This design comes from an exercise in tuning for small area and a short achievable clock period on the open sky130 flow, not from production work.
No activity file was given, so power comes from the tool's default toggle rates.

==> inputs of 12-23 <==
==> flow/design.v (excerpt) <==
module divmodder #(parameter WIDTH = 32, parameter LATENCY = 4) (
  input clock, input reset,
  input [WIDTH-1:0] in1, input [WIDTH-1:0] in2,
  output [WIDTH-1:0] div, output [WIDTH-1:0] mod);
Settings: LEC_CHECK=0, ABC_AREA=1, CAP_MARGIN=20, CORE_MARGIN=2, CORE_UTILIZATION=40, SLEW_MARGIN=20; clock period 85.0 ns.
standard.sh (not shown) runs the stock make flow with config.mk's settings and CLKGATE_MAP_FILE= SYNTH_SCRIPT=/design/flow/synth_recipe.tcl, a recipe that flattens the netlist after the stock synthesis.
==> flow/flow/run.sh <==
#!/bin/bash
# The standard layout, with plain buf_1 cells as the port buffers
# (instead of the default delay-buffer cells), and timing repair asked
# to leave a setup margin, so that it speeds up the critical paths.
set -euo pipefail
bash standard.sh "BUFFER_PORTS_ARGS=-buffer_cell sky130_fd_sc_hd__buf_1" "SETUP_SLACK_MARGIN=65" finish > standard.log 2>&1
==> inputs of 06-13, as changes to 12-23 <==
--- a/flow/design.v
+++ b/flow/design.v
@@ -22,35 +22,27 @@
   wire [2:0] bw1 = {G1_1, gg1[0], 1'b0};
   wire [1:0] df1 = ~pg1 ^ bw1[1:0];
   wire ge1 = ~bw1[2] & ~hi1;
   wire [1:0] r2 = ge1 ? df1 : t1;
   wire [1:0] q2 = {q1, ge1};
-  reg [31:0] s1_d;
-  always @(posedge clock) s1_d <= in2;
-  reg [29:0] s1_a;
-  always @(posedge clock) s1_a <= in1[29:0];
-  reg [1:0] s1_r;
-  always @(posedge clock) s1_r <= r2;
-  reg [1:0] s1_q;
-  always @(posedge clock) s1_q <= q2;
-  wire [2:0] t2 = {s1_r, s1_a[29]};
-  wire hi2 = |s1_d[31:3];
-  wire [2:0] dd2 = s1_d[2:0];
+  wire [2:0] t2 = {r2, in1[29]};
+  wire hi2 = |in2[31:3];
+  wire [2:0] dd2 = in2[2:0];
   wire [2:0] pg2 = ~(t2 ^ dd2);
   wire [2:0] gg2 = ~t2 & dd2;
   wire G2_1 = gg2[1] | (pg2[1] & gg2[0]);
   wire P2_1 = pg2[1] & pg2[0];
   wire G2_2 = gg2[2] | (pg2[2] & G2_1);
   wire P2_2 = pg2[2] & P2_1;
   wire [3:0] bw2 = {G2_2, G2_1, gg2[0], 1'b0};
   wire [2:0] df2 = ~pg2 ^ bw2[2:0];
   wire ge2 = ~bw2[3] & ~hi2;
   wire [2:0] r3 = ge2 ? df2 : t2;
-  wire [2:0] q3 = {s1_q, ge2};
-  wire [3:0] t3 = {r3, s1_a[28]};
-  wire hi3 = |s1_d[31:4];
-  wire [3:0] dd3 = s1_d[3:0];
+  wire [2:0] q3 = {q2, ge2};
+  wire [3:0] t3 = {r3, in1[28]};
+  wire hi3 = |in2[31:4];
+  wire [3:0] dd3 = in2[3:0];
   wire [3:0] pg3 = ~(t3 ^ dd3);
   wire [3:0] gg3 = ~t3 & dd3;
   wire G3_1 = gg3[1] | (pg3[1] & gg3[0]);
   wire P3_1 = pg3[1] & pg3[0];
   wire G3_2 = gg3[3] | (pg3[3] & gg3[2]);
@@ -62,11 +54,19 @@
   wire [4:0] bw3 = {G3_4, G3_3, G3_1, gg3[0], 1'b0};
   wire [3:0] df3 = ~pg3 ^ bw3[3:0];
   wire ge3 = ~bw3[4] & ~hi3;
   wire [3:0] r4 = ge3 ? df3 : t3;
   wire [3:0] q4 = {q3, ge3};
-  wire [4:0] t4 = {r4, s1_a[27]};
+  reg [31:0] s1_d;
+  always @(posedge clock) s1_d <= in2;
+  reg [27:0] s1_a;
+  always @(posedge clock) s1_a <= in1[27:0];
+  reg [3:0] s1_r;
+  always @(posedge clock) s1_r <= r4;
+  reg [3:0] s1_q;
+  always @(posedge clock) s1_q <= q4;
+  wire [4:0] t4 = {s1_r, s1_a[27]};
   wire hi4 = |s1_d[31:5];
   wire [4:0] dd4 = s1_d[4:0];
   wire [4:0] pg4 = ~(t4 ^ dd4);
   wire [4:0] gg4 = ~t4 & dd4;
   wire G4_1 = gg4[1] | (pg4[1] & gg4[0]);
@@ -81,11 +81,11 @@
   wire P4_5 = pg4[4] & P4_4;
   wire [5:0] bw4 = {G4_5, G4_4, G4_3, G4_1, gg4[0], 1'b0};
   wire [4:0] df4 = ~pg4 ^ bw4[4:0];
   wire ge4 = ~bw4[5] & ~hi4;
   wire [4:0] r5 = ge4 ? df4 : t4;
-  wire [4:0] q5 = {q4, ge4};
+  wire [4:0] q5 = {s1_q, ge4};
   wire [5:0] t5 = {r5, s1_a[26]};
   wire hi5 = |s1_d[31:6];
   wire [5:0] dd5 = s1_d[5:0];
   wire [5:0] pg5 = ~(t5 ^ dd5);
   wire [5:0] gg5 = ~t5 & dd5;
@@ -452,21 +452,13 @@
   wire [14:0] bw13 = {G13_25, G13_24, G13_23, G13_22, G13_21, G13_20, G13_17, G13_16, G13_15, G13_14, G13_9, G13_8, G13_1, gg13[0], 1'b0};
   wire [13:0] df13 = ~pg13 ^ bw13[13:0];
   wire ge13 = ~bw13[14] & ~hi13;
   wire [13:0] r14 = ge13 ? df13 : t13;
   wire [13:0] q14 = {q13, ge13};
-  reg [31:0] s2_d;
-  always @(posedge clock) s2_d <= s1_d;
-  reg [17:0] s2_a;
-  always @(posedge clock) s2_a <= s1_a[17:0];
-  reg [13:0] s2_r;
-  always @(posedge clock) s2_r <= r14;
-  reg [13:0] s2_q;
-  always @(posedge clock) s2_q <= q14;
-  wire [14:0] t14 = {s2_r, s2_a[17]};
-  wire hi14 = |s2_d[31:15];
-  wire [14:0] dd14 = s2_d[14:0];
+  wire [14:0] t14 = {r14, s1_a[17]};
+  wire hi14 = |s1_d[31:15];
+  wire [14:0] dd14 = s1_d[14:0];
   wire [14:0] pg14 = ~(t14 ^ dd14);
   wire [14:0] gg14 = ~t14 & dd14;
   wire G14_1 = gg14[1] | (pg14[1] & gg14[0]);
   wire P14_1 = pg14[1] & pg14[0];
   wire G14_2 = gg14[3] | (pg14[3] & gg14[2]);
@@ -525,12 +517,20 @@
   wire P14_28 = P14_21 & P14_18;
   wire [15:0] bw14 = {G14_28, G14_27, G14_26, G14_25, G14_24, G14_23, G14_22, G14_18, G14_17, G14_16, G14_15, G14_9, G14_8, G14_1, gg14[0], 1'b0};
   wire [14:0] df14 = ~pg14 ^ bw14[14:0];
   wire ge14 = ~bw14[15] & ~hi14;
   wire [14:0] r15 = ge14 ? df14 : t14;
-  wire [14:0] q15 = {s2_q, ge14};
-  wire [15:0] t15 = {r15, s2_a[16]};
+  wire [14:0] q15 = {q14, ge14};
+  reg [31:0] s2_d;
+  always @(posedge clock) s2_d <= s1_d;
+  reg [16:0] s2_a;
+  always @(posedge clock) s2_a <= s1_a[16:0];
+  reg [14:0] s2_r;
+  always @(posedge clock) s2_r <= r15;
+  reg [14:0] s2_q;
+  always @(posedge clock) s2_q <= q15;
+  wire [15:0] t15 = {s2_r, s2_a[16]};
   wire hi15 = |s2_d[31:16];
   wire [15:0] dd15 = s2_d[15:0];
   wire [15:0] pg15 = ~(t15 ^ dd15);
   wire [15:0] gg15 = ~t15 & dd15;
   wire G15_1 = gg15[1] | (pg15[1] & gg15[0]);
@@ -599,11 +599,11 @@
   wire P15_32 = P15_24 & P15_20;
   wire [16:0] bw15 = {G15_32, G15_31, G15_30, G15_29, G15_28, G15_27, G15_26, G15_25, G15_20, G15_19, G15_18, G15_17, G15_10, G15_9, G15_1, gg15[0], 1'b0};
   wire [15:0] df15 = ~pg15 ^ bw15[15:0];
   wire ge15 = ~bw15[16] & ~hi15;
   wire [15:0] r16 = ge15 ? df15 : t15;
-  wire [15:0] q16 = {q15, ge15};
+  wire [15:0] q16 = {s2_q, ge15};
   wire [16:0] t16 = {r16, s2_a[15]};
   wire hi16 = |s2_d[31:17];
   wire [16:0] dd16 = s2_d[16:0];
   wire [16:0] pg16 = ~(t16 ^ dd16);
   wire [16:0] gg16 = ~t16 & dd16;
==> flow/run.sh (new file) <==
#!/bin/bash
# synth_recipe.tcl (not shown) runs the flow's synth.tcl, then flattens the netlist and writes it again
# the make line also repeats each setting of config.mk as NAME=value (left out here)
make -C /OpenROAD-flow-scripts/flow DESIGN_CONFIG=/design/flow/config.mk WORK_HOME=/design/flow/orfs CLKGATE_MAP_FILE= SYNTH_SCRIPT=/design/flow/synth_recipe.tcl finish
removed: flow/flow/run.sh
removed: flow/standard.sh
==> run notes <==
quantity	06-13	12-23
Most frequent cell on the critical path	sky130_fd_sc_hd__nand2_1	sky130_fd_sc_hd__nand2_2
Number of buffers inserted by post-CTS setup repair	0	74
Placed cell count	6493	6329
Run status	timing/DRC/antenna clean	timing/DRC/antenna clean
Part of the total power dissipated in the clock network	0.292	0.267
Logic inverters	720	691
Register fraction of the total cell area	0.165	0.155
Total number of multi-input combinational cells	4123	4009
Routed length on met2	43200 um	47000 um
Final non-clock buffer share	0.0375	0.0593
Time the worst path needs with I/O delays and setup	23.04 ns	20.54 ns
Proportion of synthesized chip area in sequential cells	0.183	0.183
Footprint of the multi-input gates	26100 sq um	27500 sq um
Design internal power	0.000388 W	0.000400 W
Area used by sequential logic in the layout	6590 sq um	6560 sq um
Final layout net count	6060	6090
Final Non-Filler Cells	6572	6597
Average routed wire per standard cell	14.1 um	14.9 um
Post-synthesis adder-cell area fraction	0.243	0.245
Share of synthesized cell area in and, or, nand and nor gates	0.337	0.323
Data arrival at the endpoint of the critical path	23.50 ns	3.54 ns
Per-instance average area after synthesis	6.83 sq um	6.99 sq um
Reg2Reg Capture Point	s2_r[6]	s2_r[0]
Total CTS buffers	43	40
Vias after detailed routing	32700	33000
Horizontal extent of the die	304 um	302 um
Switching Fraction	0.384	0.396
Function was not checked in any run of this note: the RTL went through the layout flow alone.

## static timing again, ports no longer ideal
The flow's constraints put no driver on any port. The routed layouts listed below were extracted and timed again, unchanged, in two steps. Step 1 (the two cells are an assumption about what drives the block):
set clk [get_ports {clock}]
set_driving_cell -lib_cell sky130_fd_sc_hd__clkbuf_16 $clk
set_driving_cell -lib_cell sky130_fd_sc_hd__buf_2 [delete_from_list [all_inputs] $clk]
Step 2 times the ports against the registers' clock, not the clock port: input delays grow and output delays shrink by t, the midpoint of the rising clock arrivals with the driver on. a / b / c = no drivers / after step 1 / after step 2; a / b = the first two.
| run | t, ns | slack for setup (ns) | worst setup path after step 2 | worst data-port slew with drivers (ns) |
|---|---|---|---|---|
| 12-23 | 0.684 | 64.461 / 64.391 / 64.917 | input to register | 0.08 |
| 06-13 | 0.661 | 61.963 / 61.963 / 61.857 | input to register | 0.10 |
After both steps setup and hold are still met in every run listed. The setup slack of 06-13, which loses most, moves by 0.000 ns with the drivers and by -0.106 ns with both steps.
